What follows belongs to an exercise in optimizing a design on an open flow for small area; a production flow would make more cautious choices.
Function was checked by simulation only, so behaviour that the tests miss may differ from the original.
No activity file was given, so power comes from the tool's default toggle rates.

[flow/config.mk]
export PLATFORM = sky130hd
export DESIGN_NAME = UART_TOP
export DESIGN_NICKNAME = UART_TOP
export VERILOG_FILES = /design/flow/design.v
export SDC_FILE = /design/flow/constraint.sdc
export NUM_CORES = 4
export LEC_CHECK = 0
export CAP_MARGIN = 20
export CORE_MARGIN = 2
export CORE_UTILIZATION = 40
export SLEW_MARGIN = 20
[flow/constraint.sdc]
create_clock -name core_clock -period 10.0 [get_ports {clk}]
set_input_delay 2.0000 -clock core_clock [delete_from_list [all_inputs] [get_ports {clk}]]
set_output_delay 2.0000 -clock core_clock [all_outputs]
set_load 0.01 [all_outputs]
[flow/design.v]
`timescale 1ns / 1ps
module UART_TOP(
    input clk,
    input reset_p,
    input Rx_x,Rx_y,
    input  [15:0] value,
    output [3:0] com,
    output [7:0] seg_7,
    output hsync,
    output vsync,
    output [11:0] rgb);
    wire [7:0] Rx_data_position_x , Rx_data_position_y ;
    wire [15:0] Rx_data;
    UART_RX rx_x(
    .clk(clk),
    .reset_p(reset_p),
    .Rx(Rx_x),
    .Rx_data(Rx_data_position_x),
    .led_debug());
    UART_RX rx_y(
    .clk(clk),
    .reset_p(reset_p),
    .Rx(Rx_y),
    .Rx_data(Rx_data_position_y),
    .led_debug());
    vga_top vga(
    .clk(clk),
    .reset_p(reset_p),
    .position_x(Rx_data_position_x),
    .position_y(Rx_data_position_y),
    .hsync(hsync),
    .vsync(vsync),
    .rgb(rgb));
    assign Rx_data = {Rx_data_position_y, Rx_data_position_x};
    fnd_cntr fnd(.clk(clk), .reset_p(reset_p), .value(Rx_data), .com(com), .seg_7(seg_7));
endmodule
module UART_RX(
    input clk, reset_p,
    input Rx,
    output reg [7:0] Rx_data,
    output [4:0] led_debug);
    parameter S_IDLE = 3'b001;
    parameter S_DATA_BITS = 3'b010;
    parameter S_STOP_BIT = 3'b100;
    parameter BIT_PERIOD = 10417;
    reg [3:0] state;
    assign led_debug = state;
    reg [3:0] bit_index;
    reg [31:0] counter_q;
    reg counter_nsec_en;
    wire [31:0] counter_nsec = counter_nsec_en ? counter_q + 32'd1 : 32'd0;
    always @(posedge clk or posedge reset_p) begin
        if(reset_p) counter_q <= 0;
        else counter_q <= counter_nsec;
    end
    reg [3:0] state_n;
    reg counter_nsec_en_n;
    reg [3:0] bit_index_n;
    reg [7:0] Rx_data_n;
    always @(*) begin
        state_n = state;
        counter_nsec_en_n = counter_nsec_en;
        bit_index_n = bit_index;
        Rx_data_n = Rx_data;
        case(state)
            S_IDLE: begin
                bit_index_n = 0;
                counter_nsec_en_n = 0;
                if(counter_nsec <= BIT_PERIOD)begin
                    counter_nsec_en_n = 1;
                end else begin
                    counter_nsec_en_n = 0;
                    if(Rx == 1'd0)begin
                        state_n = S_DATA_BITS;
                    end else if(Rx == 1'd1) begin
                        state_n = S_IDLE;
                    end
                end
            end
            S_DATA_BITS: begin
                if(counter_nsec <= BIT_PERIOD)begin
                    counter_nsec_en_n = 1;
                    Rx_data_n[bit_index[2:0]] = Rx;
                end else begin
                    counter_nsec_en_n = 0;
                    bit_index_n = bit_index + 1;
                    if(bit_index_n == 8) begin
                        bit_index_n = 0;
                        state_n = S_STOP_BIT;
                    end
                end
            end
            S_STOP_BIT: begin
                if (counter_nsec <= BIT_PERIOD) begin
                    counter_nsec_en_n = 1;
                end
                else begin
                    counter_nsec_en_n = 0;
                    state_n = S_IDLE;
                end
            end
            default: state_n = S_IDLE;
        endcase
    end
    always @(posedge clk or posedge reset_p)begin
        if(reset_p)begin
            state <= S_IDLE;
            counter_nsec_en <= 0;
            bit_index <= 0;
            Rx_data <= 0;
        end
        else begin
            state <= state_n;
            counter_nsec_en <= counter_nsec_en_n;
            bit_index <= bit_index_n;
            Rx_data <= Rx_data_n;
        end
    end
endmodule
module vga_top(
    input clk,
    input reset_p,
    input [7:0] position_x,
    input [7:0] position_y,
    output hsync,
    output vsync,
    output [11:0] rgb
);
    wire video_on;
    wire [9:0] x, y;
    reg [11:0] rgb_reg;
    vga_controller vga_c(
        .clk(clk),
        .reset_p(reset_p),
        .hsync(hsync),
        .vsync(vsync),
        .video_on(video_on),
        .p_tick(),
        .x(x),
        .y(y)
    );
        always @(posedge clk or posedge reset_p) begin
        if (reset_p)
            rgb_reg <= 12'b0;
        else begin
            if ((x >= position_x * 40) && (x < position_x * 40 + 40) &&
                y >= (position_y * 30) && y < (position_y * 30 + 30)) begin
                rgb_reg <= 12'b111111111111;
            end else begin
                rgb_reg <= 0;
            end
        end
    end
    assign rgb = (video_on) ? rgb_reg : 12'b0;
endmodule
module vga_controller(
    input clk,    
    input reset_p,         
    output video_on,     
    output hsync,        
    output vsync,        
    output p_tick,       
    output [9:0] x,      
    output [9:0] y       
    );
    parameter HD = 640;              
    parameter HF = 48;               
    parameter HB = 16;               
    parameter HR = 96;               
    parameter HMAX = HD+HF+HB+HR-1;  
    parameter VD = 480;              
    parameter VF = 10;               
    parameter VB = 33;               
    parameter VR = 2;                
    parameter VMAX = VD+VF+VB+VR-1;  
	reg  [1:0] r_25MHz;
	wire w_25MHz;
	always @(posedge clk or posedge reset_p)
		if(reset_p)
		  r_25MHz <= 0;
		else
		  r_25MHz <= r_25MHz + 1;
	assign w_25MHz = (r_25MHz == 0) ? 1 : 0;  
    wire tick = (r_25MHz == 2'd3);
    reg [9:0] h_count_reg, h_count_next;
    reg [9:0] v_count_reg, v_count_next;
    reg v_sync_reg, h_sync_reg;
    wire v_sync_next, h_sync_next;
    always @(posedge clk or posedge reset_p)
        if(reset_p) begin
            v_count_reg <= 0;
            h_count_reg <= 0;
            v_sync_reg  <= 1'b0;
            h_sync_reg  <= 1'b0;
        end
        else begin
            v_count_reg <= v_count_next;
            h_count_reg <= h_count_next;
            v_sync_reg  <= v_sync_next;
            h_sync_reg  <= h_sync_next;
        end
    always @(posedge clk or posedge reset_p)       
        if(reset_p)
            h_count_next <= 0;
        else if(tick)
            if(h_count_next == HMAX)                  
                h_count_next <= 0;
            else
                h_count_next <= h_count_next + 1;
    always @(posedge clk or posedge reset_p)
        if(reset_p)
            v_count_next <= 0;
        else if(tick)
            if(h_count_next == HMAX)                  
                if((v_count_next == VMAX))            
                    v_count_next <= 0;
                else
                    v_count_next <= v_count_next + 1;
    assign h_sync_next = (h_count_reg >= (HD+HB) && h_count_reg <= (HD+HB+HR-1));
    assign v_sync_next = (v_count_reg >= (VD+VB) && v_count_reg <= (VD+VB+VR-1));
    assign video_on = (h_count_reg < HD) && (v_count_reg < VD);  
    assign hsync  = h_sync_reg;
    assign vsync  = v_sync_reg;
    assign x      = h_count_reg;
    assign y      = v_count_reg;
    assign p_tick = w_25MHz;
endmodule
module ring_counter_fnd(
          input clk, reset_p,
          output reg [3:0] com);
          reg [20:0] clk_div;
          always @(posedge clk or posedge reset_p)
                  if(reset_p) clk_div <= 0;
                  else clk_div <= clk_div  + 1;
          wire clk_div_nedge;
          edge_detector_p ed(.clk(clk), .reset_p(reset_p), .cp(clk_div[16]), .p_edge(), .n_edge(clk_div_nedge));
          always @(posedge clk or posedge reset_p)begin
                  if(reset_p)com <= 4'b1110;
                  else if(clk_div_nedge)begin
                        if(com ==  4'b0111)com <= 4'b1110;
                        else com <= {com[2:0], 1'b1};
                   end
            end
   endmodule
module fnd_cntr(
          input clk, reset_p,
          input  [15:0] value,
          output [3:0] com,
          output [7:0] seg_7);
          ring_counter_fnd rc(clk, reset_p, com) ;
        reg [3:0] hex_value;
         always @(posedge clk)begin
                 case(com)
                       4'b1110: hex_value <= value[3:0];
                       4'b1101: hex_value <= value[7:4];
                       4'b1011: hex_value <= value[11:8];
                       4'b0111: hex_value <= value[15:12];
                       default: hex_value <= hex_value;
                 endcase
         end
          decoder_7seg dec_7seg(.hex_value(hex_value),  .seg_7(seg_7));
    endmodule
module decoder_7seg(
    input [3:0] hex_value,
    output reg [7:0] seg_7);
    always @(hex_value)begin
        case(hex_value)
            0  : seg_7 = 8'b0000_0011;   
            1  : seg_7 = 8'b1001_1111;   
            2  : seg_7 = 8'b0010_0101;   
            3  : seg_7 = 8'b0000_1101;   
            4  : seg_7 = 8'b1001_1001;   
            5  : seg_7 = 8'b0100_1001;   
            6  : seg_7 = 8'b0100_0001;   
            7  : seg_7 = 8'b0001_1111;   
            8  : seg_7 = 8'b0000_0001;   
            9  : seg_7 = 8'b0000_1001;   
            10 : seg_7 = 8'b0000_0101;   
            11 : seg_7 = 8'b1100_0001;   
            12 : seg_7 = 8'b0110_0011;   
            13 : seg_7 = 8'b1000_0101;   
            14 : seg_7 = 8'b0110_0001;   
            15 : seg_7 = 8'b0111_0001;   
        endcase
    end
endmodule
module edge_detector_p(
    input clk, reset_p,
    input cp,
    output p_edge, n_edge);
    reg ff_cur, ff_old;
    always @(posedge clk or posedge reset_p)begin
        if(reset_p)begin
            ff_cur <= 0;
            ff_old <= 0;
        end
        else begin
            ff_cur <= cp;
            ff_old <= ff_cur;
        end
    end
    assign p_edge = ({ff_cur, ff_old} == 2'b10) ? 1 : 0;
    assign n_edge = ({ff_cur, ff_old} == 2'b01) ? 1 : 0;
endmodule
[flow/run.sh]
#!/bin/bash
# synth_recipe.tcl (not shown) runs the flow's synth.tcl, then flattens the netlist and writes it again
# the make line also repeats each setting of config.mk as NAME=value (left out here)
make -C /OpenROAD-flow-scripts/flow DESIGN_CONFIG=/design/flow/config.mk WORK_HOME=/design/flow/orfs CLKGATE_MAP_FILE= SYNTH_SCRIPT=/design/flow/synth_recipe.tcl finish
==> impl_results.rst, run 1 <==
.. list-table::
   :header-rows: 1

   * - Metric
     - Value
   * - Io pins
     - 46
   * - Diodes inserted
     - 0
   * - Proportion of synthesized chip area in sequential cells
     - 0.388
   * - Share of final-layout standard cells stronger than drive strength 1
     - 0.0591
   * - Setup Fix Bufs, Post-CTS
     - 0
   * - Layout overhead on the synthesized area
     - 9.72%
   * - Count of buffers from port buffering
     - 28
   * - Total number of nets in the final design
     - 1323
   * - Primary FF master, synth
     - sky130_fd_sc_hd__dfrtp_1
   * - Post-synth design cell area
     - 11300 µm²
   * - Number of synthesized flops with an enable pin
     - 4
   * - First-pass GRT wire length
     - 38800 µm
   * - Drt wl/cell
     - 13.7 µm
   * - Last weighted congestion value of the routability-driven placer
     - 0.806
   * - Synthesized instance count
     - 1207
   * - Final wirelength
     - 21900 µm
   * - Worst slew margin
     - 0.374
   * - Site Rows
     - 61
   * - Proportion of synthesized flip-flops having asynchronous set or reset
     - 0.937
   * - Final sum of negative setup slack
     - 0 ps
   * - Endpoint required time on the critical path
     - 10310 ps
   * - Overall overflow remaining after global route
     - 0
   * - Maximum count of clock buffers along a single path
     - 2
   * - Worst-Skew Late Latency
     - 440 ps
   * - Number of antenna violations at the first check in global routing
     - 0
   * - Die width
     - 172 µm
   * - Number of buffers added by the clock tree synthesis step
     - 17
   * - Outcome
     - no timing/DRC/antenna violations
   * - Xor and xnor area share after synthesis
     - 0.0901
   * - Residual antenna-violating net count after detailed routing
     - 0
   * - Number of endpoints failing setup at the final stage
     - 0
   * - Pin count of the biggest net entering global routing
     - 88
   * - Static leakage
     - 5.52 nW
   * - Via density
     - 5.21
   * - # resized after CTS
     - 0
   * - Worst min path class
     - reg -> reg
   * - Number of hold violations in the final report
     - 0
   * - F_max
     - 0.227 GHz
   * - # DRC
     - 0
   * - Chip height
     - 172 µm
   * - Library cell with the largest summed area after synthesis
     - sky130_fd_sc_hd__dfrtp_1
   * - Maximum fanout along the worst path
     - 7
   * - Number of sinks driven by the clock tree
     - 175
   * - Iteration count of the initial detailed-routing pass
     - 4
   * - Power density relative to cell area
     - 115 nW/µm²
   * - Worst Tran Pin Value
     - 939 ps
   * - Post-synthesis adder-cell area fraction
     - 0.118
   * - Crit path time final
     - 4410 ps
   * - Arrival time of data at the critical path endpoint
     - 4720 ps
   * - Global-route total usage across every layer
     - 0.160
   * - Area share of and/or/nand/nor cells after synthesis
     - 0.208
   * - Full die area
     - 29500 µm²
   * - Mapped Avg Cell Area
     - 9.34 µm²
   * - Post-synthesis compound-gate area fraction
     - 0.122
   * - Maximum capacitance violations
     - 0
   * - Clock tree from TritonCTS
     - done
   * - Ranking of synthesized cells by area
     - sky130_fd_sc_hd__dfrtp_1 (35%), sky130_fd_sc_hd__ha_1 (9.3%), sky130_fd_sc_hd__xnor2_1 (5.8%), sky130_fd_sc_hd__nor2_1 (3.6%), sky130_fd_sc_hd__xor2_1 (3.2%)
   * - Number of buffers added to fix hold violations after cts
     - 0
   * - Period utilization
     - 0.441
   * - Most frequently used cell type in the post-synthesis netlist
     - sky130_fd_sc_hd__dfrtp_1
   * - Post-Place Cells
     - 1564
   * - R2r setup slk
     - 5590 ps
   * - Clock tree skew after final layout
     - 12.9 ps
   * - Filler Cells Inserted
     - 2704
   * - Count of pins over their slew limit
     - 0
   * - Synth warn
     - 7
   * - Via count of the first global-routing pass
     - 8144
   * - Core Footprint
     - 27800 µm²
   * - Critical path capture point type
     - flip-flop
   * - Top cell types by occurrence after synthesis
     - sky130_fd_sc_hd__dfrtp_1 (159), sky130_fd_sc_hd__nor2_1 (109), sky130_fd_sc_hd__nand2_1 (86)
   * - Clock Tree Root
     - sky130_fd_sc_hd__clkbuf_16
   * - Half-perimeter wire length after detailed placement
     - 15800 µm
   * - Non-filler cells in the finished layout
     - 1596
   * - Starting Density
     - 0.406
   * - Main combinational cell family by area after synthesis
     - simple AND/OR/NAND/NOR gates
   * - Via count of the routed design
     - 8323
   * - Drt first-iter violations
     - 418
   * - Largest registers in the final layout
     - rx_x.counter_q: 32 flops, rx_y.counter_q: 32 flops, fnd.rc.clk_div: 17 flops
   * - CTS H-tree depth
     - 4
   * - Max VDD drop
     - 0.106 mV
   * - Critical Path Source Type
     - flip-flop
   * - CP Class
     - reg -> reg
   * - Number of unique standard cell types used by synthesis
     - 83
   * - Number of synthesized register bits
     - 175
   * - Clock edge transition at the registers on the reported setup and hold paths
     - 70 ps
   * - Fraction of synthesized area in multiplexers
     - 0.0220
   * - Top-area cell type share of the netlist area
     - 0.353
   * - Mapped Nets
     - 1325
   * - Setup repair after global routing missed its margin
     - false
==> metal layers <==
| layer | track usage | share of wire | up-vias |
|---|---|---|---|
| met5 | 0 | 0 | - |
| met4 | 0.0449 | 0.013 | 0 |
| met3 | 0.0270 | 0.022 | 17 |
| met2 | 0.263 | 0.47 | 97 |
| met1 | 0.218 | 0.50 | 3975 |
| li1 | - | - | 4234 |
==> cell usage in the layout (no fill, tap or decap), drive strengths merged, types with 6 or more instances in the layout <==
cell type,n
a21o,6
or3,20
dfrtp,159
xnor2,75
o31ai,9
xor2,41
inv,89
nor2b,11
clkbuf,20
a21oi,44
nor3,34
clkdlybuf4s50,28
fa,14
mux2,12
nor4,22
nor2,109
a31oi,9
mux2i,9
and3,23
and2,15
o21a,11
or2,8
nand4,26
or4,6
o21ai,60
nand3,55
ha,84
nand2b,12
dfxtp,7
nand2,86
==> power breakdown <==
| part | internal, mW | total, mW | switching, mW |
|---|---|---|---|
| clock | 0.356 | 0.651 | 0.295 |
| sequential | 0.710 | 0.711 | 0.00114 |
| combinational | 0.0200 | 0.0562 | 0.0361 |
==> worst max-delay path, cell delays in order (launching register included) <==
cell and delay, ps:
sky130_fd_sc_hd__dfrtp_1 480, sky130_fd_sc_hd__fa_1 630, sky130_fd_sc_hd__fa_1 450, sky130_fd_sc_hd__ha_1 290, sky130_fd_sc_hd__a21o_1 180, sky130_fd_sc_hd__a21oi_1 210
sky130_fd_sc_hd__o21bai_1 90, sky130_fd_sc_hd__a21oi_1 230, sky130_fd_sc_hd__xnor2_1 180, sky130_fd_sc_hd__ha_1 350, sky130_fd_sc_hd__nand4_1 80, sky130_fd_sc_hd__nor4b_1 350
sky130_fd_sc_hd__o21a_1 150, sky130_fd_sc_hd__a311oi_1 40, sky130_fd_sc_hd__o21ai_0 90, sky130_fd_sc_hd__nand4_1 110, sky130_fd_sc_hd__a2111oi_0 360
==> layout make-up <==
cell class / count / area (µm²) / area share
clock inverter: 12 / 125 / 0.0101
inverter: 84 / 320 / 0.0259
multi-input combinational: 896 / 6330 / 0.512
clock buffer: 20 / 447 / 0.0361
tap: 378 / 473 / 0.0382
timing repair buffer: 31 / 303 / 0.0245
sequential: 175 / 4370 / 0.353
==> cells by family (layout without fill, tap and decap cells) <==
family / count (synthesis) / count (layout)
adders and majority gates: 98 / 98
DFF: 175 / 175
other: 1 / 1
AOI/OAI and AO/OA: 207 / 207
buffers and inverters: 136 / 147
and+or+nand+nor: 452 / 452
xor gates and xnor gates: 116 / 116
muxes: 22 / 22
==> stage by stage <==
stage / total power [mW] / utilization / hold WS, ps / setup slack (ps) / instance area [µm²]
after floorplan: 0.768 / - / 346 / 3570 / 11300
after global placement: 0.781 / 0.424 / 354 / 5560 / 11800
after detailed placement: 0.781 / 0.424 / 357 / 5510 / 11800
after CTS: 1.44 / 0.445 / 371 / 5540 / 12400
after global routing: 1.48 / 0.445 / 385 / 5170 / 12400
final: 1.42 / 0.445 / 370 / 5590 / 12400
==> worst paths after layout <==
path	startpoint	to	cells after the start
setup / recovery	rx_y.Rx_data[0]	vga.rgb_reg[10]	16
hold / removal	fnd.rc.ed.ff_cur	fnd.rc.ed.ff_old	0
setup reg to reg	rx_y.Rx_data[0]	vga.rgb_reg[10]	16
hold reg to reg	fnd.rc.ed.ff_cur	fnd.rc.ed.ff_old	0
max in group asynchronous	reset_p	vga.vga_c.v_count_reg[6]	3
min in group asynchronous	reset_p	rx_y.counter_q[31]	2
==> run 2, diff against run 1 <==
==> flow/design.v (replaced) <==
`timescale 1ns / 1ps
module UART_TOP(
    input clk,
    input reset_p,
    input Rx_x,Rx_y,
    input  [15:0] value,
    output [3:0] com,
    output [7:0] seg_7,
    output hsync,
    output vsync,
    output [11:0] rgb);
    reg [13:0] s;
    wire w = s[12] & s[11] & ~s[8] & s[7] & ~s[6] & ~s[5] & ~s[4]
           & s[3] & ~s[2] & ~s[1] & s[0];
    always @(posedge clk or posedge reset_p)
        if (reset_p) s <= 14'h3912;
        else         s <= {s[12:0], s[13] ^ (s[0] | s[3]) ^ w};
    wire [7:0] pos_x, pos_y;
    UART_RX rx_x(.clk(clk), .reset_p(reset_p), .Rx(Rx_x), .w(w), .Rx_data(pos_x));
    UART_RX rx_y(.clk(clk), .reset_p(reset_p), .Rx(Rx_y), .w(w), .Rx_data(pos_y));
    reg [16:0] d;
    reg first;
    always @(posedge clk or posedge reset_p)
        if (reset_p) begin
            d     <= 17'h1fffe;
            first <= 1'b1;
        end else begin
            d     <= d + 17'd1;
            first <= first & ~d[0];
        end
    wire ev_col = (d[4:0] == 5'd30) & ~first;
    wire ev_com = (&d) & ~first;
    reg [2:0] hm;
    reg [4:0] hq;
    reg [4:0] vr;
    reg [4:0] vq;
    reg hs, vs, box;
    always @(posedge clk or posedge reset_p)
        if (reset_p) begin
            hm <= 0; hq <= 0; vr <= 0; vq <= 0;
        end else if (ev_col) begin
            if (hm != 3'd4) hm <= hm + 3'd1;
            else begin
                hm <= 0;
                if (hq != 5'd19) hq <= hq + 5'd1;
                else begin
                    hq <= 0;
                    if (vq == 5'd17 && vr == 5'd14) begin
                        vq <= 0; vr <= 0;
                    end else if (vr == 5'd29) begin
                        vr <= 0; vq <= vq + 5'd1;
                    end else
                        vr <= vr + 5'd1;
                end
            end
        end
    always @(posedge clk or posedge reset_p)
        if (reset_p) begin
            hs <= 0; vs <= 0; box <= 0;
        end else begin
            hs  <= (hq == 5'd16 && hm >= 3'd2) || hq == 5'd17 || (hq == 5'd18 && hm <= 3'd3);
            vs  <= vq == 5'd17 && (vr == 5'd3 || vr == 5'd4);
            box <= pos_x == {3'd0, hq} && pos_y == {3'd0, vq};
        end
    wire video_on = ~hq[4] & ~vq[4];
    assign hsync = hs;
    assign vsync = vs;
    assign rgb = {12{video_on & box}};
    reg [1:0] digit;
    always @(posedge clk or posedge reset_p)
        if (reset_p)     digit <= 0;
        else if (ev_com) digit <= digit + 2'd1;
    assign com = ~(4'b0001 << digit);
    reg [3:0] hex_value;
    always @(posedge clk)
        case (digit)
            2'd0: hex_value <= pos_x[3:0];
            2'd1: hex_value <= pos_x[7:4];
            2'd2: hex_value <= pos_y[3:0];
            2'd3: hex_value <= pos_y[7:4];
        endcase
    decoder_7seg dec_7seg(.hex_value(hex_value), .seg_7(seg_7));
endmodule
module UART_RX(
    input clk, reset_p,
    input Rx,
    input w,
    output reg [7:0] Rx_data);
    reg [3:0] st;
    always @(posedge clk or posedge reset_p)
        if (reset_p) st <= 4'd15;
        else if (w) begin
            if (st == 4'd8)      st <= 4'd15;
            else if (st != 4'd15 || !Rx) st <= st + 4'd1;
        end
    always @(posedge clk or posedge reset_p)
        if (reset_p) Rx_data <= 0;
        else if (!w && !st[3]) Rx_data[st[2:0]] <= Rx;
endmodule
module decoder_7seg(
    input [3:0] hex_value,
    output reg [7:0] seg_7);
    always @(*) begin
        case(hex_value)
            0  : seg_7 = 8'b0000_0011;   
            1  : seg_7 = 8'b1001_1111;   
            2  : seg_7 = 8'b0010_0101;   
            3  : seg_7 = 8'b0000_1101;   
            4  : seg_7 = 8'b1001_1001;   
            5  : seg_7 = 8'b0100_1001;   
            6  : seg_7 = 8'b0100_0001;   
            7  : seg_7 = 8'b0001_1111;   
            8  : seg_7 = 8'b0000_0001;   
            9  : seg_7 = 8'b0000_1001;   
            10 : seg_7 = 8'b0000_0101;   
            11 : seg_7 = 8'b1100_0001;   
            12 : seg_7 = 8'b0110_0011;   
            13 : seg_7 = 8'b1000_0101;   
            14 : seg_7 = 8'b0110_0001;   
            15 : seg_7 = 8'b0111_0001;   
        endcase
    end
endmodule
--- a/flow/config.mk
+++ b/flow/config.mk
@@ -5,6 +5,7 @@
 export SDC_FILE = /design/flow/constraint.sdc
 export NUM_CORES = 4
 export LEC_CHECK = 0
+export ABC_AREA = 1
 export CAP_MARGIN = 20
 export CORE_MARGIN = 2
 export CORE_UTILIZATION = 40
==> run 2 against run 1 <==
Compared with the run above: critical endpoint is now rgb[11]; clock skew decreased by 7.0 ps; critical path depth down 12; clock power decreased by 49%; cell area fell by 53%; routed wire length down 54%; final cell count fell by 46%; core utilization up 1.9 points; largest power group unchanged; die area down 53%; worst hold slack worse by 15 ps; global-route usage decreased by 0.27 points.
==> impl_results.rst, run 2 <==
.. list-table::
   :header-rows: 1

   * - Metric
     - Value
   * - Final sum of negative setup slack
     - 0 ps
   * - CTS H-tree depth
     - 3
   * - Largest registers in the final layout
     - d: 17 flops, s: 14 flops
   * - Worst slew margin
     - 0.514
   * - Max VDD drop
     - 0.0786 mV
   * - Core Footprint
     - 12600 µm²
   * - Critical path capture point type
     - primary output
   * - Top cell types by occurrence after synthesis
     - sky130_fd_sc_hd__nand2_1 (167), sky130_fd_sc_hd__inv_1 (85), sky130_fd_sc_hd__nor2_1 (58)
   * - First-pass GRT wire length
     - 18100 µm
   * - Number of unique standard cell types used by synthesis
     - 39
   * - Io pins
     - 46
   * - Iteration count of the initial detailed-routing pass
     - 5
   * - Count of pins over their slew limit
     - 0
   * - Library cell contributing the largest single delay on the critical path
     - sky130_fd_sc_hd__clkdlybuf4s50_1
   * - Global-route total usage across every layer
     - 0.157
   * - Crit path time final
     - 4120 ps
   * - Number of buffers added by the clock tree synthesis step
     - 9
   * - Last weighted congestion value of the routability-driven placer
     - 0.875
   * - Static leakage
     - 2.68 nW
   * - Residual antenna-violating net count after detailed routing
     - 0
   * - Register with the highest flop count
     - d
   * - Via density
     - 4.78
   * - Number of synthesized register bits
     - 86
   * - Synth warn
     - 3
   * - Crit path largest cell delay
     - 670 ps
   * - Worst-Skew Late Latency
     - 350 ps
   * - Count of buffers from port buffering
     - 28
   * - Hold Path Depth
     - 0
   * - Xor and xnor area share after synthesis
     - 0.0439
   * - Outcome
     - no timing/DRC/antenna violations
   * - Starting Density
     - 0.411
   * - Mapped Avg Cell Area
     - 7.94 µm²
   * - Post-synthesis compound-gate area fraction
     - 0.0695
   * - CP Class
     - reg -> out
   * - Via count of the first global-routing pass
     - 4002
   * - Endpoint required time on the critical path
     - 8000 ps
   * - Flip-flop count of the largest register after layout
     - 17
   * - Diodes inserted
     - 0
   * - Drt wl/cell
     - 11.7 µm
   * - Number of endpoints failing setup at the final stage
     - 0
   * - Final wirelength
     - 10000 µm
   * - Library cell with the largest summed area after synthesis
     - sky130_fd_sc_hd__dfrtp_1
   * - Number of sinks driven by the clock tree
     - 86
   * - Worst min path class
     - reg -> reg
   * - Clock tree skew after final layout
     - 5.90 ps
   * - Proportion of synthesized chip area in sequential cells
     - 0.416
   * - Leading cell types in the layout, fill and taps excluded
     - sky130_fd_sc_hd__nand2_1 (167), sky130_fd_sc_hd__inv_1 (84), sky130_fd_sc_hd__nor2_1 (58), sky130_fd_sc_hd__dfrtp_1 (48), sky130_fd_sc_hd__nand3_1 (45)
   * - Share of the core filled with cells in the final layout
     - 0.464
   * - Pin count of the biggest net entering global routing
     - 80
   * - Chip height
     - 118 µm
   * - # resized after CTS
     - 0
   * - Layout overhead on the synthesized area
     - 12.9%
   * - Cell type group with the largest total delay on the critical path
     - buffers and inverters
   * - Mapped Nets
     - 709
   * - Register-to-Register Path Depth
     - 11
   * - Site Rows
     - 41
   * - F_max
     - 0.243 GHz
   * - Top-area cell type share of the netlist area
     - 0.232
   * - Drt first-iter violations
     - 217
   * - Critical Path Source Type
     - flip-flop
   * - Maximum capacitance violations
     - 0
   * - Primary FF master, synth
     - sky130_fd_sc_hd__dfrtp_1
   * - Total number of nets in the final design
     - 733
   * - Share of final-layout standard cells stronger than drive strength 1
     - 0.133
   * - Ranking of synthesized cells by area
     - sky130_fd_sc_hd__dfrtp_1 (23%), sky130_fd_sc_hd__dfstp_2 (16%), sky130_fd_sc_hd__nand2_1 (12%), sky130_fd_sc_hd__ha_1 (8.7%), sky130_fd_sc_hd__inv_1 (6.2%)
   * - Clock Tree Root
     - sky130_fd_sc_hd__clkbuf_16
   * - CP cell instances
     - inv_1 -> nand2_1 -> nor2_1 -> clkdlybuf4s50_1
   * - Clock tree from TritonCTS
     - done
   * - Number of synthesized flops with an enable pin
     - 0
   * - Post-synthesis adder-cell area fraction
     - 0.0869
   * - Main combinational cell family by area after synthesis
     - simple AND/OR/NAND/NOR gates
   * - Die width
     - 118 µm
   * - Fraction of synthesized area in multiplexers
     - 0
   * - Most common cell after layout, fill and taps aside
     - sky130_fd_sc_hd__nand2_1
   * - Overall overflow remaining after global route
     - 0
   * - Synthesized instance count
     - 653
   * - Setup Fix Bufs, Post-CTS
     - 0
   * - Most frequently used cell type in the post-synthesis netlist
     - sky130_fd_sc_hd__nand2_1
   * - Full die area
     - 13900 µm²
   * - Arrival time of data at the critical path endpoint
     - 2120 ps
   * - Clock edge transition at the registers on the reported setup and hold paths
     - 70 ps
   * - Worst Tran Pin Value
     - 729 ps
   * - Power after layout
     - 0.689 mW
   * - Maximum count of clock buffers along a single path
     - 2
   * - Maximum fanout along the worst path
     - 12
   * - Power density relative to cell area
     - 118 nW/µm²
   * - Number of hold violations in the final report
     - 0
   * - Proportion of synthesized flip-flops having asynchronous set or reset
     - 0.919
   * - Post-synth design cell area
     - 5180 µm²
   * - Half-perimeter wire length after detailed placement
     - 7200 µm
   * - Period utilization
     - 0.412
   * - Area share of and/or/nand/nor cells after synthesis
     - 0.288
   * - Number of buffers and inverters on the critical path
     - 2
   * - Number of buffers added to fix hold violations after cts
     - 0
   * - WP depth
     - 4
   * - # DRC
     - 0
   * - Setup repair after global routing missed its margin
     - false
   * - Number of antenna violations at the first check in global routing
     - 0
   * - Via count of the routed design
     - 4086
## run 2: changes by cell type in the layout (fill, tap and decap cells not counted), moves of 22 or more
| cell | previous run | this run |
|---|---|---|
| sky130_fd_sc_hd__a21oi_1 | 44 | 5 |
| sky130_fd_sc_hd__nand2_1 | 86 | 167 |
| sky130_fd_sc_hd__ha_1 | 84 | 36 |
| sky130_fd_sc_hd__nor3_1 | 33 | 6 |
| sky130_fd_sc_hd__dfstp_2 | 5 | 31 |
| sky130_fd_sc_hd__xor2_1 | 41 | 19 |
| sky130_fd_sc_hd__and3_1 | 23 | 0 |
| sky130_fd_sc_hd__xnor2_1 | 75 | 7 |
| sky130_fd_sc_hd__dfrtp_1 | 159 | 48 |
| sky130_fd_sc_hd__nor2_1 | 109 | 58 |
## run 2: worst register-to-register path, cell delays in order (launching register included)
cell and delay, ps:
sky130_fd_sc_hd__dfrtp_1 370, sky130_fd_sc_hd__inv_1 100, sky130_fd_sc_hd__ha_1 270, sky130_fd_sc_hd__inv_1 100, sky130_fd_sc_hd__o21ai_0 80, sky130_fd_sc_hd__o21ai_0 570
sky130_fd_sc_hd__inv_1 140, sky130_fd_sc_hd__ha_1 230, sky130_fd_sc_hd__inv_1 110, sky130_fd_sc_hd__nand2_1 90, sky130_fd_sc_hd__nand3_1 110, sky130_fd_sc_hd__nand2_1 50
## run 2: logic make-up (layout without fill, tap and decap cells)
logic type,after synthesis,count (layout)
buffers and inverters,111,140
and+or+nand+nor,328,328
xor gates and xnor gates,26,26
adders and majority gates,36,36
AOI/OAI and AO/OA,65,65
DFF,86,86
other,1,1
## run 2: cell type report
type                            instances  area, µm²
Sequential cell                        86       2160
Inverter                               95        363
Multi-Input combinational cell        456       2540
Timing Repair Buffer                   29        292
Clock inverter                          6       52.6
Clock buffer                           10        239
Fill cell                            1266       6770
Tap cell                              172        215
## run 2: path summary, 6_finish.rpt
check	from	slack, ps	to
max in group asynchronous	reset_p	7330	rx_y.Rx_data[1]
worst min-delay path	s[9]	360	s[10]
min in group asynchronous	reset_p	2140	s[10]
worst min register to register	s[9]	360	s[10]
worst max-delay path	vq[4]	5880	rgb[11]
worst max register to register	digit[0]	7660	seg_7[4]
## run 2: layer usage
layer  vias up  track usage  routed length, µm
met4         0       0.0663                199
li1       2101            -                  -
met3        18       0.0426                377
met5         -            0                  0
met1      1891        0.204               4890
met2        76        0.247               4530
## run 2: power breakdown
group	total, mW	switching, mW	internal, mW
combinational	0.0103	0.00830	0.00202
clock	0.330	0.151	0.180
sequential	0.348	0.000150	0.348
## run 2: stage by stage
stage / area, µm² / hold WS (ps) / setup WS (ps) / instances
final: 5850 / 355 / 5880 / 854
after global routing: 5850 / 360 / 5680 / 854
after CTS: 5850 / 358 / 5840 / 854
after detailed placement: 5560 / 339 / 6220 / 838
after global placement: 5560 / 337 / 6350 / 838
after floorplan: 5180 / 331 / 6030 / 653
==> run 3, diff against run 2 <==
--- a/flow/config.mk
+++ b/flow/config.mk
@@ -5,8 +5,7 @@
 export SDC_FILE = /design/flow/constraint.sdc
 export NUM_CORES = 4
 export LEC_CHECK = 0
-export ABC_AREA = 1
 export CAP_MARGIN = 20
 export CORE_MARGIN = 2
-export CORE_UTILIZATION = 40
+export CORE_UTILIZATION = 70
 export SLEW_MARGIN = 20
==> run 3 against run 2 <==
Compared with the run above: still clean on timing, DRC and antenna; global-route usage increased by 8.6 points; sequential cell count unchanged; cell area decreased by 13%; area after synthesis decreased by 10%; final cell count decreased by 38%; routed wire length decreased by 19%; first-iteration DRC count increased by 14%; core utilization increased by 33 points; register-to-register slack got worse by 30 ps; via count decreased by 23%; total power decreased by 13%; critical endpoint is now rgb[9]; highest routed layer unchanged.
==> impl_results.rst, run 3 <==
.. list-table::
   :header-rows: 1

   * - Metric
     - Value
   * - Diodes inserted
     - 0
   * - Smallest setup slack after layout
     - 5970 ps
   * - CP Class
     - reg -> out
   * - Final sum of negative setup slack
     - 0 ps
   * - Largest registers in the final layout
     - d: 17 flops, s: 14 flops
   * - Endpoint required time on the critical path
     - 8000 ps
   * - Io pins
     - 46
   * - Number of unique standard cell types used by synthesis
     - 58
   * - Half-perimeter wire length after detailed placement
     - 5740 µm
   * - Clock edge transition at the registers on the reported setup and hold paths
     - 90 ps
   * - # DRC
     - 0
   * - Residual antenna-violating net count after detailed routing
     - 0
   * - Iteration count of the initial detailed-routing pass
     - 6
   * - Global routing usage on met1
     - 0.338
   * - GR Layer Usage met3
     - 0.0558
   * - Max VDD drop
     - 0.145 mV
   * - Starting Density
     - 0.730
   * - Power density relative to cell area
     - 117 nW/µm²
   * - CTS H-tree depth
     - 3
   * - Worst slack at placement
     - 5920 ps
   * - Top-area cell type share of the netlist area
     - 0.258
   * - Share of the core filled with cells in the final layout
     - 0.797
   * - Arrival time of data at the critical path endpoint
     - 2030 ps
   * - Filler Cells Inserted
     - 396
   * - Number of sinks driven by the clock tree
     - 86
   * - Number of endpoints failing setup at the final stage
     - 0
   * - Setup repair after global routing missed its margin
     - false
   * - Chip height
     - 85.6 µm
   * - Post-synth design cell area
     - 4660 µm²
   * - First-pass GRT wire length
     - 14100 µm
   * - Final wirelength
     - 8100 µm
   * - Worst-Skew Late Latency
     - 360 ps
   * - Count of buffers from port buffering
     - 28
   * - Number of synthesized register bits
     - 86
   * - Maximum count of clock buffers along a single path
     - 2
   * - Clock Tree Root
     - sky130_fd_sc_hd__clkbuf_8
   * - Crit path time final
     - 4030 ps
   * - Busiest layer in global routing
     - met2
   * - Ranking of synthesized cells by area
     - sky130_fd_sc_hd__dfrtp_1 (26%), sky130_fd_sc_hd__dfstp_2 (17%), sky130_fd_sc_hd__ha_1 (9.7%), sky130_fd_sc_hd__xnor2_1 (5.1%), sky130_fd_sc_hd__dfxtp_1 (3.0%)
   * - Synth warn
     - 3
   * - Top cell types by occurrence after synthesis
     - sky130_fd_sc_hd__dfrtp_1 (48), sky130_fd_sc_hd__ha_1 (36), sky130_fd_sc_hd__inv_1 (34)
   * - Critical Path Source Type
     - flip-flop
   * - Setup Fix Bufs, Post-CTS
     - 0
   * - Mapped Avg Cell Area
     - 10.8 µm²
   * - Mapped Nets
     - 486
   * - Die width
     - 85.6 µm
   * - Count of pins over their slew limit
     - 0
   * - Number of hold violations in the final report
     - 0
   * - Pin count of the biggest net entering global routing
     - 80
   * - Number of buffers added by the clock tree synthesis step
     - 9
   * - Layout overhead on the synthesized area
     - 9.17%
   * - Site Rows
     - 29
   * - Static leakage
     - 2.27 nW
   * - Most frequently used cell type in the post-synthesis netlist
     - sky130_fd_sc_hd__dfrtp_1
   * - Register with the highest flop count
     - d
   * - Period utilization
     - 0.403
   * - Proportion of synthesized chip area in sequential cells
     - 0.462
   * - Share of final-layout standard cells stronger than drive strength 1
     - 0.166
   * - Number of synthesized flops with an enable pin
     - 0
   * - Worst slew margin
     - 0.357
   * - Core Footprint
     - 6390 µm²
   * - Maximum fanout along the worst path
     - 12
   * - Via count of the first global-routing pass
     - 3004
   * - Power after layout
     - 0.597 mW
   * - Maximum capacitance violations
     - 0
   * - Proportion of synthesized flip-flops having asynchronous set or reset
     - 0.919
   * - Primary FF master, synth
     - sky130_fd_sc_hd__dfrtp_1
   * - Via count of the routed design
     - 3163
   * - Global-route total usage across every layer
     - 0.243
   * - Drt first-iter violations
     - 247
   * - Critical path capture point type
     - primary output
   * - Number of antenna violations at the first check in global routing
     - 0
   * - Most common cell after layout, fill and taps aside
     - sky130_fd_sc_hd__dfrtp_1
   * - Worst min path class
     - reg -> reg
   * - Synthesized instance count
     - 430
   * - Leading cell types in the layout, fill and taps excluded
     - sky130_fd_sc_hd__dfrtp_1 (48), sky130_fd_sc_hd__ha_1 (36), sky130_fd_sc_hd__inv_1 (33), sky130_fd_sc_hd__dfstp_2 (31), sky130_fd_sc_hd__clkdlybuf4s50_1 (28)
   * - Flip-flop count of the largest register after layout
     - 17
   * - Full die area
     - 7330 µm²
   * - # resized after CTS
     - 0
   * - Post-Layout Inst Area
     - 5090 µm²
   * - Total cell area at the placement stage
     - 4900 µm²
   * - Last weighted congestion value of the routability-driven placer
     - 0.804
   * - Library cell with the largest summed area after synthesis
     - sky130_fd_sc_hd__dfrtp_1
   * - Overall overflow remaining after global route
     - 0
   * - Number of buffers added to fix hold violations after cts
     - 0
   * - Outcome
     - no timing/DRC/antenna violations
   * - F_max
     - 0.248 GHz
   * - Drt wl/cell
     - 15.3 µm
   * - Worst Tran Pin Value
     - 965 ps
   * - Via density
     - 5.98
   * - Total number of nets in the final design
     - 503
   * - Clock tree skew after final layout
     - 6.70 ps
   * - Clock tree from TritonCTS
     - done
   * - Met2 usage in global routing
     - 0.381
-- run 3: changes by cell type in the layout (fill, tap and decap cells not counted), sizes merged, moves of 8 or more --
cell   change
a21oi     +10
nor2      -43
inv       -58
xnor2     +20
mux2      +10
mux2i     +10
xor2      -12
nand2    -153
a21o       +8
nand3     -26
o21ai     -46
-- run 3: final timing paths --
path / slack, ps / from / end / depth (start not counted)
worst min-delay path: 360 / s[10] / s[11] / 0
worst max-delay path: 5970 / hq[4] / rgb[9] / 2
worst max register to register: 7630 / digit[0] / seg_7[4] / 8
worst min register to register: 360 / s[10] / s[11] / 0
max in group asynchronous: 7120 / reset_p / box / 3
min in group asynchronous: 2230 / reset_p / s[9] / 3
-- run 3: final cells by class --
| type | instances | area (µm²) | area share |
|---|---|---|---|
| multi-input cells | 287 | 2250 | 0.441 |
| flip-flops and latches | 86 | 2160 | 0.423 |
| repair buffers | 29 | 288 | 0.0565 |
| clock buffers | 10 | 128 | 0.0251 |
| inverters | 34 | 128 | 0.0251 |
| well taps | 77 | 96.3 | 0.0189 |
| clock inverters | 6 | 51.3 | 0.0101 |
-- run 3: worst max-delay path, cell delays in order (launching register included) --
cell and delay, ps:
sky130_fd_sc_hd__dfrtp_1 470, sky130_fd_sc_hd__nor3b_2 540, sky130_fd_sc_hd__clkdlybuf4s50_1 650
-- run 3: cell families (layout without fill, tap and decap cells) --
family / count (synthesis) / count (layout) / synth area share
and+or+nand+nor: 127 / 127 / 0.156
DFF: 86 / 86 / 0.462
AOI/OAI and AO/OA: 69 / 69 / 0.115
buffers and inverters: 57 / 79 / 0.0582
adders and majority gates: 36 / 36 / 0.0966
xor gates and xnor gates: 34 / 34 / 0.0638
muxes: 20 / 20 / 0.0480
other: 1 / 1 / 0.000804
-- run 3: layer usage --
layer	part of all wire	vias to the layer above	routed length [µm]
met2	0.48	67	3900
met3	0.037	8	301
met1	0.47	1542	3810
li1	-	1546	-
met5	0	-	0
met4	0.012	0	94
-- run 3: power breakdown --
group,internal (mW),switching [mW]
Combinational,0.00676,0.0107
Sequential,0.350,0.00229
Clock,0.0943,0.132
Total,0.452,0.145
-- run 3: stage by stage --
stage / hold slack [ps] / instances
CTS: 364 / 529
floorplan: 331 / 430
finish: 361 / 529
detailed placement: 343 / 513
global placement: 339 / 513
global route: 366 / 529
==> run 4, diff against run 3 <==
--- a/flow/config.mk
+++ b/flow/config.mk
@@ -8,4 +8,5 @@
 export CAP_MARGIN = 20
 export CORE_MARGIN = 2
 export CORE_UTILIZATION = 70
+export CTS_BUF_LIST = sky130_fd_sc_hd__clkbuf_8
 export SLEW_MARGIN = 20
==> run 4 against run 3 <==
Compared with the run above: critical endpoint unchanged; sequential power barely moved; clock skew barely moved; largest cell class unchanged; clock power barely moved; worst setup slack got worse by 1.1 ps; core utilization did not move.
==> impl_results.rst, run 4 <==
.. list-table::
   :header-rows: 1

   * - Metric
     - Value
   * - CP Class
     - reg -> out
   * - Drt wl/cell
     - 15.3 µm
   * - Worst hold slack after final layout
     - 361 ps
   * - Last weighted congestion value of the routability-driven placer
     - 0.804
   * - Global-route total usage across every layer
     - 0.243
   * - Max VDD drop
     - 0.145 mV
   * - Net Sw Power
     - 0.145 mW
   * - Final wirelength
     - 8110 µm
   * - Post-synth design cell area
     - 4660 µm²
   * - Leading cell types in the layout, fill and taps excluded
     - sky130_fd_sc_hd__dfrtp_1 (48), sky130_fd_sc_hd__ha_1 (36), sky130_fd_sc_hd__inv_1 (34), sky130_fd_sc_hd__dfstp_2 (31), sky130_fd_sc_hd__clkdlybuf4s50_1 (28)
   * - Arrival time of data at the critical path endpoint
     - 2030 ps
   * - Flip-flop count of the largest register after layout
     - 17
   * - Worst-Skew Late Latency
     - 360 ps
   * - Library cell with the largest summed area after synthesis
     - sky130_fd_sc_hd__dfrtp_1
   * - Worst min path class
     - reg -> reg
   * - F_max
     - 0.248 GHz
   * - Most frequently used cell type in the post-synthesis netlist
     - sky130_fd_sc_hd__dfrtp_1
   * - Number of hold violations in the final report
     - 0
   * - Diodes inserted
     - 0
   * - Total number of nets in the final design
     - 503
   * - Count of pins over their slew limit
     - 0
   * - Number of sinks driven by the clock tree
     - 86
   * - CP cell instances
     - nor3b_2 -> clkdlybuf4s50_1
   * - First-pass GRT wire length
     - 14100 µm
   * - Mapped Avg Cell Area
     - 10.8 µm²
   * - CTS H-tree depth
     - 3
   * - Via density
     - 5.97
   * - Top cell types by occurrence after synthesis
     - sky130_fd_sc_hd__dfrtp_1 (48), sky130_fd_sc_hd__ha_1 (36), sky130_fd_sc_hd__inv_1 (34)
   * - Proportion of synthesized flip-flops having asynchronous set or reset
     - 0.919
   * - Count of buffers from port buffering
     - 28
   * - Share of final-layout standard cells stronger than drive strength 1
     - 0.166
   * - Site Rows
     - 29
   * - Full die area
     - 7330 µm²
   * - Chip height
     - 85.6 µm
   * - Endpoint required time on the critical path
     - 8000 ps
   * - Worst Tran Pin Value
     - 965 ps
   * - Maximum count of clock buffers along a single path
     - 2
   * - Io pins
     - 46
   * - Proportion of total power due to net switching
     - 0.244
   * - Number of buffers added to fix hold violations after cts
     - 0
   * - Design internal power
     - 0.451 mW
   * - Power share of the sequential group
     - 0.592
   * - Core Footprint
     - 6390 µm²
   * - Via count of the routed design
     - 3159
   * - Die width
     - 85.6 µm
   * - # DRC
     - 0
   * - Drt first-iter violations
     - 247
   * - Combinational fraction of design power
     - 0.029
   * - Outcome
     - no timing/DRC/antenna violations
   * - Crit path largest cell delay
     - 650 ps
   * - Static leakage
     - 2.27 nW
   * - Clock tree skew after final layout
     - 6.70 ps
   * - Maximum capacitance violations
     - 0
   * - Residual antenna-violating net count after detailed routing
     - 0
   * - Share of the core filled with cells in the final layout
     - 0.797
   * - Power density relative to cell area
     - 117 nW/µm²
   * - Clock edge transition at the registers on the reported setup and hold paths
     - 90 ps
   * - Period utilization
     - 0.403
   * - Clock Tree Root
     - sky130_fd_sc_hd__clkbuf_8
   * - Iteration count of the initial detailed-routing pass
     - 5
   * - Post-Place Cells
     - 513
   * - Synthesized instance count
     - 430
   * - Final sum of negative setup slack
     - 0 ps
   * - Setup Fix Bufs, Post-CTS
     - 0
   * - Starting Density
     - 0.730
   * - Number of unique standard cell types used by synthesis
     - 58
   * - Most common cell after layout, fill and taps aside
     - sky130_fd_sc_hd__dfrtp_1
   * - Half-perimeter wire length after detailed placement
     - 5740 µm
   * - Number of endpoints failing setup at the final stage
     - 0
   * - Library cell contributing the largest single delay on the critical path
     - sky130_fd_sc_hd__clkdlybuf4s50_1
   * - Maximum fanout along the worst path
     - 12
   * - Overall overflow remaining after global route
     - 0
   * - Number of antenna violations at the first check in global routing
     - 0
   * - Ranking of synthesized cells by area
     - sky130_fd_sc_hd__dfrtp_1 (26%), sky130_fd_sc_hd__dfstp_2 (17%), sky130_fd_sc_hd__ha_1 (9.7%), sky130_fd_sc_hd__xnor2_1 (5.1%), sky130_fd_sc_hd__dfxtp_1 (3.0%)
   * - Clock tree from TritonCTS
     - done
   * - Primary FF master, synth
     - sky130_fd_sc_hd__dfrtp_1
   * - Top-area cell type share of the netlist area
     - 0.258
   * - # resized after CTS
     - 0
   * - Critical Path Source Type
     - flip-flop
   * - Pin count of the biggest net entering global routing
     - 80
   * - Share of power burned in the clock network
     - 0.379
   * - Register with the highest flop count
     - d
   * - Largest registers in the final layout
     - d: 17 flops, s: 14 flops
   * - Proportion of synthesized chip area in sequential cells
     - 0.462
   * - Number of synthesized register bits
     - 86
   * - Number of buffers added by the clock tree synthesis step
     - 9
   * - Layout overhead on the synthesized area
     - 9.17%
   * - Number of synthesized flops with an enable pin
     - 0
   * - Synth warn
     - 3
   * - Via count of the first global-routing pass
     - 3004
   * - Filler Cells Inserted
     - 396
   * - Critical path capture point type
     - primary output
   * - Mapped Nets
     - 486
   * - Setup repair after global routing missed its margin
     - false
   * - Worst slew margin
     - 0.357
   * - Crit path time final
     - 4030 ps
   * - Non-filler cells in the finished layout
     - 529
run 4: cell count changes in the layout (fill, tap and decap cells not counted), sizes merged:
cell	before	now
clkbuf	10	9
inv	38	39
run 4: stage by stage:
step	worst slack (ps)	area, µm²	power, mW
5_1_grt	5830	5090	0.618
3_5_place_dp	5920	4900	0.377
2_1_floorplan	6030	4660	0.370
3_3_place_gp	6060	4900	0.376
6_report	5970	5090	0.596
4_1_cts	5510	5080	0.601
run 4: final cells by class:
cell class,count,area [µm²],share of cell area
Clock inverter,7,55.1,0.0108
Timing Repair Buffer,29,288,0.0565
Inverter,34,128,0.0251
Clock buffer,9,124,0.0243
Tap cell,77,96.3,0.0189
Multi-Input combinational cell,287,2250,0.441
Sequential cell,86,2160,0.423
run 4: critical path, delay by kind of cell, from the launching register on:
kind	cells	cell delay [ps]
buf+inv	1	650
simple gates	1	540
flops	1	470
run 4: power groups by stage:
stage / clock network [mW] / registers, mW / logic [mW]
6_report: 0.226 / 0.353 / 0.0174
5_1_grt: 0.245 / 0.353 / 0.0200
4_1_cts: 0.230 / 0.353 / 0.0179
3_5_place_dp: 0 / 0.359 / 0.0179
3_3_place_gp: 0 / 0.359 / 0.0175
2_1_floorplan: 0 / 0.359 / 0.0111
run 4: layer usage:
| layer | wire length, µm | track usage | vias to the layer above |
|---|---|---|---|
| li1 | - | - | 1546 |
| met1 | 3830 | 0.338 | 1549 |
| met2 | 3900 | 0.381 | 56 |
| met3 | 278 | 0.0558 | 8 |
| met4 | 94 | 0.0823 | 0 |
| met5 | 0 | 0 | - |
run 4: final timing paths:
path	startpoint	slack [ps]	end	cells after the start
max	hq[4]	5970	rgb[9]	2
min	s[10]	360	s[11]	0
max reg2reg	digit[0]	7620	seg_7[4]	8
min reg2reg	s[10]	360	s[11]	0
max in group asynchronous	reset_p	7120	box	3
min in group asynchronous	reset_p	2230	s[9]	3
run 4: cells by family (layout without fill, tap and decap cells):
group                      after synthesis  in the layout  synth area share
buffers and inverters                   57             79            0.0582
AOI/OAI and AO/OA                       69             69             0.115
and+or+nand+nor                        127            127             0.156
other                                    1              1          0.000804
xor gates and xnor gates                34             34            0.0638
muxes                                   20             20            0.0480
DFF                                     86             86             0.462
adders and majority gates               36             36            0.0966
==> run 5, diff against run 4 <==
--- a/flow/config.mk
+++ b/flow/config.mk
@@ -8,5 +8,6 @@
 export CAP_MARGIN = 20
 export CORE_MARGIN = 2
 export CORE_UTILIZATION = 70
-export CTS_BUF_LIST = sky130_fd_sc_hd__clkbuf_8
+export CTS_CLUSTER_DIAMETER = 100
+export CTS_CLUSTER_SIZE = 40
 export SLEW_MARGIN = 20
==> run 5 against run 4 <==
Compared with the run above: still clean on timing, DRC and antenna; synthesized cell count stayed put; first-iteration DRC count unchanged; area after synthesis stayed put; cell area is the same; sequential power hardly changed.
==> impl_results.rst, run 5 <==
.. list-table::
   :header-rows: 1

   * - Metric
     - Value
   * - Core Footprint
     - 6390 µm²
   * - First-pass GRT wire length
     - 14100 µm
   * - Count of buffers from port buffering
     - 28
   * - Met2 usage in global routing
     - 0.381
   * - Worst Tran Pin Value
     - 965 ps
   * - Layout overhead on the synthesized area
     - 9.17%
   * - Number of buffers added by the clock tree synthesis step
     - 9
   * - Period utilization
     - 0.403
   * - Iteration count of the initial detailed-routing pass
     - 6
   * - # resized after CTS
     - 0
   * - Clock tree skew after final layout
     - 6.70 ps
   * - Proportion of synthesized flip-flops having asynchronous set or reset
     - 0.919
   * - Via count of the routed design
     - 3163
   * - Full die area
     - 7330 µm²
   * - Power density relative to cell area
     - 117 nW/µm²
   * - Number of unique standard cell types used by synthesis
     - 58
   * - Total number of nets in the final design
     - 503
   * - Crit path time final
     - 4030 ps
   * - Critical path capture point type
     - primary output
   * - Static leakage
     - 2.27 nW
   * - Number of sinks driven by the clock tree
     - 86
   * - Top-area cell type share of the netlist area
     - 0.258
   * - Drt first-iter violations
     - 247
   * - Post-synth design cell area
     - 4660 µm²
   * - Post-Layout Inst Area
     - 5090 µm²
   * - Library cell with the largest summed area after synthesis
     - sky130_fd_sc_hd__dfrtp_1
   * - Final wirelength
     - 8100 µm
   * - Global-route total usage across every layer
     - 0.243
   * - Worst-Skew Late Latency
     - 360 ps
   * - Busiest layer in global routing
     - met2
   * - Site Rows
     - 29
   * - F_max
     - 0.248 GHz
   * - Count of pins over their slew limit
     - 0
   * - Final sum of negative setup slack
     - 0 ps
   * - Share of final-layout standard cells stronger than drive strength 1
     - 0.166
   * - Via density
     - 5.98
   * - Half-perimeter wire length after detailed placement
     - 5740 µm
   * - Residual antenna-violating net count after detailed routing
     - 0
   * - Worst slew margin
     - 0.357
   * - Register with the highest flop count
     - d
   * - Maximum capacitance violations
     - 0
   * - Endpoint required time on the critical path
     - 8000 ps
   * - Smallest setup slack after layout
     - 5970 ps
   * - Most common cell after layout, fill and taps aside
     - sky130_fd_sc_hd__dfrtp_1
   * - Clock edge transition at the registers on the reported setup and hold paths
     - 90 ps
   * - Setup Fix Bufs, Post-CTS
     - 0
   * - Drt wl/cell
     - 15.3 µm
   * - Overall overflow remaining after global route
     - 0
   * - Starting Density
     - 0.730
   * - Synthesized instance count
     - 430
   * - Arrival time of data at the critical path endpoint
     - 2030 ps
   * - Setup repair after global routing missed its margin
     - false
   * - Via count of the first global-routing pass
     - 3004
   * - Global routing usage on met1
     - 0.338
   * - Io pins
     - 46
   * - Number of buffers added to fix hold violations after cts
     - 0
   * - Worst min path class
     - reg -> reg
   * - Filler Cells Inserted
     - 396
   * - GR Layer Usage met3
     - 0.0558
   * - Flip-flop count of the largest register after layout
     - 17
   * - Pin count of the biggest net entering global routing
     - 80
   * - # DRC
     - 0
   * - Maximum count of clock buffers along a single path
     - 2
   * - Maximum fanout along the worst path
     - 12
   * - Number of antenna violations at the first check in global routing
     - 0
   * - Top cell types by occurrence after synthesis
     - sky130_fd_sc_hd__dfrtp_1 (48), sky130_fd_sc_hd__ha_1 (36), sky130_fd_sc_hd__inv_1 (34)
   * - Clock tree from TritonCTS
     - done
   * - Primary FF master, synth
     - sky130_fd_sc_hd__dfrtp_1
   * - Mapped Nets
     - 486
   * - CTS H-tree depth
     - 3
   * - Worst slack at placement
     - 5920 ps
   * - Number of endpoints failing setup at the final stage
     - 0
   * - CP cell instances
     - nor3b_2 -> clkdlybuf4s50_1
   * - Synth warn
     - 3
   * - Diodes inserted
     - 0
   * - Chip height
     - 85.6 µm
   * - Proportion of synthesized chip area in sequential cells
     - 0.462
   * - Number of hold violations in the final report
     - 0
   * - Mapped Avg Cell Area
     - 10.8 µm²
   * - CP Class
     - reg -> out
   * - Most frequently used cell type in the post-synthesis netlist
     - sky130_fd_sc_hd__dfrtp_1
   * - Largest registers in the final layout
     - d: 17 flops, s: 14 flops
   * - Library cell contributing the largest single delay on the critical path
     - sky130_fd_sc_hd__clkdlybuf4s50_1
   * - Clock Tree Root
     - sky130_fd_sc_hd__clkbuf_8
   * - Last weighted congestion value of the routability-driven placer
     - 0.804
   * - Max VDD drop
     - 0.145 mV
   * - Total cell area at the placement stage
     - 4900 µm²
   * - Number of synthesized register bits
     - 86
   * - Die width
     - 85.6 µm
   * - Crit path largest cell delay
     - 650 ps
   * - Leading cell types in the layout, fill and taps excluded
     - sky130_fd_sc_hd__dfrtp_1 (48), sky130_fd_sc_hd__ha_1 (36), sky130_fd_sc_hd__inv_1 (33), sky130_fd_sc_hd__dfstp_2 (31), sky130_fd_sc_hd__clkdlybuf4s50_1 (28)
   * - Outcome
     - no timing/DRC/antenna violations
   * - Ranking of synthesized cells by area
     - sky130_fd_sc_hd__dfrtp_1 (26%), sky130_fd_sc_hd__dfstp_2 (17%), sky130_fd_sc_hd__ha_1 (9.7%), sky130_fd_sc_hd__xnor2_1 (5.1%), sky130_fd_sc_hd__dfxtp_1 (3.0%)
   * - Critical Path Source Type
     - flip-flop
   * - Number of synthesized flops with an enable pin
     - 0
[run 5: changes by cell type in the layout (fill, tap and decap cells not counted), sizes merged]
| cell | delta |
|---|---|
| inv | -1 |
| clkbuf | +1 |
[run 5: cells by family (layout without fill, tap and decap cells)]
family                     after synthesis  count (layout)  synth area share
buffers and inverters                   57              79            0.0582
xor gates and xnor gates                34              34            0.0638
adders and majority gates               36              36            0.0966
DFF                                     86              86             0.462
AOI/OAI and AO/OA                       69              69             0.115
other                                    1               1          0.000804
muxes                                   20              20            0.0480
and+or+nand+nor                        127             127             0.156
[run 5: final timing paths]
kind / slack [ps] / endpoint / from / cells after the start
setup / recovery: 5970 / rgb[9] / hq[4] / 2
hold / removal: 360 / s[11] / s[10] / 0
setup reg to reg: 7630 / seg_7[4] / digit[0] / 8
hold reg to reg: 360 / s[11] / s[10] / 0
max in group asynchronous: 7120 / box / reset_p / 3
min in group asynchronous: 2230 / s[9] / reset_p / 3
[run 5: critical path, delay by kind of cell, from the launching register on]
family | cells | cell delay [ps]
and+or+nand+nor | 1 | 540
buffers and inverters | 1 | 650
DFF | 1 | 470
[run 5: layout make-up]
cell class                 instances  area (µm²)  share of cell area
inverter                          34         128              0.0251
multi-input combinational        287        2250               0.441
sequential                        86        2160               0.423
clock buffer                      10         128              0.0251
clock inverter                     6        51.3              0.0101
timing repair buffer              29         288              0.0565
tap                               77        96.3              0.0189
[run 5: per-layer routing]
layer / vias to the layer above / wire length (µm)
met1: 1542 / 3810
met2: 67 / 3900
li1: 1546 / -
met3: 8 / 301
met4: 0 / 94
met5: - / 0
[run 5: per-stage QoR]
| stage | power (mW) | hold slack (ps) | std cells | utilization |
|---|---|---|---|---|
| 3_3_place_gp | 0.376 | 339 | 513 | 0.768 |
| 2_1_floorplan | 0.370 | 331 | 430 | - |
| 4_1_cts | 0.602 | 364 | 529 | 0.796 |
| 3_5_place_dp | 0.377 | 343 | 513 | 0.768 |
| 5_1_grt | 0.619 | 366 | 529 | 0.797 |
| 6_report | 0.597 | 361 | 529 | 0.797 |
[run 5: where the power goes]
group          leakage (nW)  internal (mW)  switching, mW  total, mW
Clock                0.0883         0.0943          0.132      0.227
Combinational          1.16        0.00676         0.0107     0.0174
Sequential             1.02          0.350        0.00229      0.353
==> run 6, diff against run 5 <==
--- a/flow/config.mk
+++ b/flow/config.mk
@@ -7,7 +7,5 @@
 export LEC_CHECK = 0
 export CAP_MARGIN = 20
 export CORE_MARGIN = 2
-export CORE_UTILIZATION = 70
-export CTS_CLUSTER_DIAMETER = 100
-export CTS_CLUSTER_SIZE = 40
+export CORE_UTILIZATION = 40
 export SLEW_MARGIN = 20
==> run 6 against run 5 <==
Compared with the run above: still clean; sequential share of layout area is 1.7 points lower; count of clock-buffer cells in the layout is the same; cell area up 4.1%; maximum frequency up 0.72%; largest cell class unchanged; highest routed layer unchanged.
==> impl_results.rst, run 6 <==
.. list-table::
   :header-rows: 1

   * - Metric
     - Value
   * - Outcome
     - no timing/DRC/antenna violations
   * - CP Class
     - reg -> out
   * - Top-area cell type share of the netlist area
     - 0.258
   * - Drt first-iter violations
     - 233
   * - Capture instance of the worst register-to-register path
     - seg_7[4]
   * - Residual antenna-violating net count after detailed routing
     - 0
   * - Post-synthesis compound-gate area fraction
     - 0.115
   * - Combinational fraction of design power
     - 0.025
   * - Full die area
     - 12500 µm²
   * - Number of buffers added to fix hold violations after cts
     - 0
   * - Site Rows
     - 39
   * - Mapped Nets
     - 486
   * - Synth warn
     - 3
   * - Via count of the first global-routing pass
     - 3052
   * - Die width
     - 112 µm
   * - Proportion of synthesized flip-flops having asynchronous set or reset
     - 0.919
   * - Number of sinks driven by the clock tree
     - 86
   * - Static leakage
     - 2.32 nW
   * - Chip height
     - 112 µm
   * - Number of synthesized register bits
     - 86
   * - Final wirelength
     - 8350 µm
   * - Proportion of total power due to net switching
     - 0.221
   * - Max VDD drop
     - 0.106 mV
   * - Number of endpoints failing setup at the final stage
     - 0
   * - Layout overhead on the synthesized area
     - 13.6%
   * - Leading cell types in the layout, fill and taps excluded
     - sky130_fd_sc_hd__dfrtp_1 (48), sky130_fd_sc_hd__ha_1 (36), sky130_fd_sc_hd__inv_1 (33), sky130_fd_sc_hd__dfstp_2 (31), sky130_fd_sc_hd__clkdlybuf4s50_1 (28)
   * - Clock tree skew after final layout
     - 8.92 ps
   * - Maximum fanout along the worst path
     - 12
   * - Detailed-routed wire length on met2
     - 3870 µm
   * - R2r setup slk
     - 7580 ps
   * - Post-synthesis adder-cell area fraction
     - 0.0966
   * - Number of hold violations in the final report
     - 0
   * - Overall overflow remaining after global route
     - 0
   * - Share of the core filled with cells in the final layout
     - 0.464
   * - Io pins
     - 46
   * - Design internal power
     - 0.553 mW
   * - Top cell types by occurrence after synthesis
     - sky130_fd_sc_hd__dfrtp_1 (48), sky130_fd_sc_hd__ha_1 (36), sky130_fd_sc_hd__inv_1 (34)
   * - Clock Tree Root
     - sky130_fd_sc_hd__clkbuf_16
   * - Fraction of synthesized area in multiplexers
     - 0.0480
   * - Via density
     - 5.22
   * - Count of pins over their slew limit
     - 0
   * - Number of antenna violations at the first check in global routing
     - 0
   * - Largest registers in the final layout
     - d: 17 flops, s: 14 flops
   * - Endpoint required time on the critical path
     - 8000 ps
   * - Core Footprint
     - 11400 µm²
   * - Crit path time final
     - 4000 ps
   * - Most common cell after layout, fill and taps aside
     - sky130_fd_sc_hd__dfrtp_1
   * - Area share of and/or/nand/nor cells after synthesis
     - 0.156
   * - Setup repair after global routing missed its margin
     - false
   * - Clock edge transition at the registers on the reported setup and hold paths
     - 60 ps
   * - Library cell with the largest summed area after synthesis
     - sky130_fd_sc_hd__dfrtp_1
   * - Register with the highest flop count
     - d
   * - Global-route total usage across every layer
     - 0.144
   * - Last weighted congestion value of the routability-driven placer
     - 0.798
   * - Ranking of synthesized cells by area
     - sky130_fd_sc_hd__dfrtp_1 (26%), sky130_fd_sc_hd__dfstp_2 (17%), sky130_fd_sc_hd__ha_1 (9.7%), sky130_fd_sc_hd__xnor2_1 (5.1%), sky130_fd_sc_hd__dfxtp_1 (3.0%)
   * - Via count of the routed design
     - 3108
   * - Maximum count of clock buffers along a single path
     - 2
   * - Starting Density
     - 0.409
   * - Power density relative to cell area
     - 134 nW/µm²
   * - Worst slew margin
     - 0.483
   * - Worst Tran Pin Value
     - 761 ps
   * - First-pass GRT wire length
     - 14700 µm
   * - Number of unique standard cell types used by synthesis
     - 58
   * - Total number of nets in the final design
     - 503
   * - Pin count of the biggest net entering global routing
     - 80
   * - Wire length on met1
     - 4050 µm
   * - Critical Path Source Type
     - flip-flop
   * - Clock tree from TritonCTS
     - done
   * - Topmost layer with routed signal wires
     - met4
   * - Diodes inserted
     - 0
   * - Worst min path class
     - reg -> reg
   * - Iteration count of the initial detailed-routing pass
     - 5
   * - Power share of the sequential group
     - 0.497
   * - CTS H-tree depth
     - 3
   * - Worst-Skew Late Latency
     - 340 ps
   * - Post-synth design cell area
     - 4660 µm²
   * - Filler Cells Inserted
     - 1091
   * - Synthesized instance count
     - 430
   * - Maximum capacitance violations
     - 0
   * - Setup Fix Bufs, Post-CTS
     - 0
   * - Share of final-layout standard cells stronger than drive strength 1
     - 0.166
   * - Amount of wire on met3 after detailed routing
     - 300 µm
   * - Number of buffers added by the clock tree synthesis step
     - 9
   * - Worst flop-to-flop path startpoint
     - digit[0]
   * - Final sum of negative setup slack
     - 0 ps
   * - Share of power burned in the clock network
     - 0.477
   * - Half-perimeter wire length after detailed placement
     - 5870 µm
   * - Worst Hold End
     - s[11]
   * - Hold Path Depth
     - 0
   * - Main combinational cell family by area after synthesis
     - simple AND/OR/NAND/NOR gates
   * - Net Sw Power
     - 0.157 mW
   * - F_max
     - 0.250 GHz
   * - Startpoint of the most critical hold path
     - s[10]
   * - Arrival time of data at the critical path endpoint
     - 2000 ps
   * - # resized after CTS
     - 0
   * - # DRC
     - 0
   * - Number of synthesized flops with an enable pin
     - 0
   * - Register-to-Register Path Depth
     - 7
   * - Mapped Avg Cell Area
     - 10.8 µm²
   * - Critical path capture point type
     - primary output
   * - Proportion of synthesized chip area in sequential cells
     - 0.462
   * - Flip-flop count of the largest register after layout
     - 17
   * - Count of buffers from port buffering
     - 28
   * - Most frequently used cell type in the post-synthesis netlist
     - sky130_fd_sc_hd__dfrtp_1
   * - Xor and xnor area share after synthesis
     - 0.0638
   * - Primary FF master, synth
     - sky130_fd_sc_hd__dfrtp_1
   * - Period utilization
     - 0.400
   * - Drt wl/cell
     - 14.0 µm
-- run 6: cell counts after synthesis --
No cell type changed its count.
-- run 6: power by group through the flow --
stage	sequential [mW]	combinational [mW]	clock (mW)
finish	0.353	0.0179	0.339
global route	0.353	0.0207	0.361
CTS	0.353	0.0186	0.349
detailed placement	0.359	0.0185	0
global placement	0.359	0.0180	0
floorplan	0.359	0.0111	0
-- run 6: cell type report --
class | count | area, µm² | area share
Multi-Input combinational cell | 287 | 2250 | 0.424
Clock inverter | 6 | 71.3 | 0.0135
Tap cell | 143 | 179 | 0.0338
Timing Repair Buffer | 29 | 292 | 0.0550
Inverter | 34 | 128 | 0.0241
Clock buffer | 10 | 229 | 0.0432
Sequential cell | 86 | 2160 | 0.407
-- run 6: how the worst max path moves through the flow --
stage          endpoint  slack, ps  startpoint
2_1_floorplan       box       6030     reset_p
3_3_place_gp     rgb[4]       6010       hq[4]
3_5_place_dp     rgb[3]       5920       hq[4]
4_1_cts          rgb[3]       5540       hq[4]
5_1_grt          rgb[3]       5860       hq[4]
6_report         rgb[8]       6000       hq[4]
-- run 6: kinds of logic after synthesis --
family	after synthesis
simple gates	127
flops	86
compound gates	69
buf+inv	57
fa+ha+maj	36
xor+xnor	34
mux	20
other cells	1
-- run 6: per-layer routing --
layer  GRT usage  up-vias
met5           0        -
met4      0.0553        0
met3      0.0338       13
met2       0.230       50
met1       0.192     1510
li1            -     1535
-- run 6: stage by stage --
stage          std cells  hold WS [ps]  setup WS [ps]  total power, mW  area, µm²
2_1_floorplan        430           331           6030            0.370       4660
3_3_place_gp         579           338           6010            0.377       4990
3_5_place_dp         579           341           5920            0.378       4990
4_1_cts              595           357           5540            0.721       5290
5_1_grt              595           372           5860            0.734       5300
6_report             595           353           6000            0.710       5300
-- run 6: critical path, cell delays in order (launching register included) --
cell and delay (ps):
sky130_fd_sc_hd__dfrtp_1 460, sky130_fd_sc_hd__nor3b_2 550, sky130_fd_sc_hd__clkdlybuf4s50_1 650

separate check: timing with driven ports:
The flow's constraints put no driver on any port. The routed layouts listed below were extracted and timed again, unchanged, in two steps. Step 1 assumes that a clkbuf_16 drives the clock port and a buf_2 every other input. Step 2 times the ports against the registers' clock, not the clock port: input delays grow and output delays shrink by t, the midpoint of the rising clock arrivals with the driver on. Three values: no drivers, after step 1, after step 2; two values: the first two.
| run | t (ns) | setup WS [ns] |
|---|---|---|
| run 1 | 0.479 | 5.592 / 5.592 / 5.592 |
| run 2 | 0.388 | 5.884 / 5.845 / 6.233 |
| run 3 | 0.389 | 5.974 / 5.942 / 6.331 |
| run 4 | 0.390 | 5.973 / 5.940 / 6.330 |
| run 5 | 0.389 | 5.974 / 5.942 / 6.331 |
| run 6 | 0.372 | 6.003 / 5.967 / 6.340 |
After both steps every run listed still meets setup and hold.
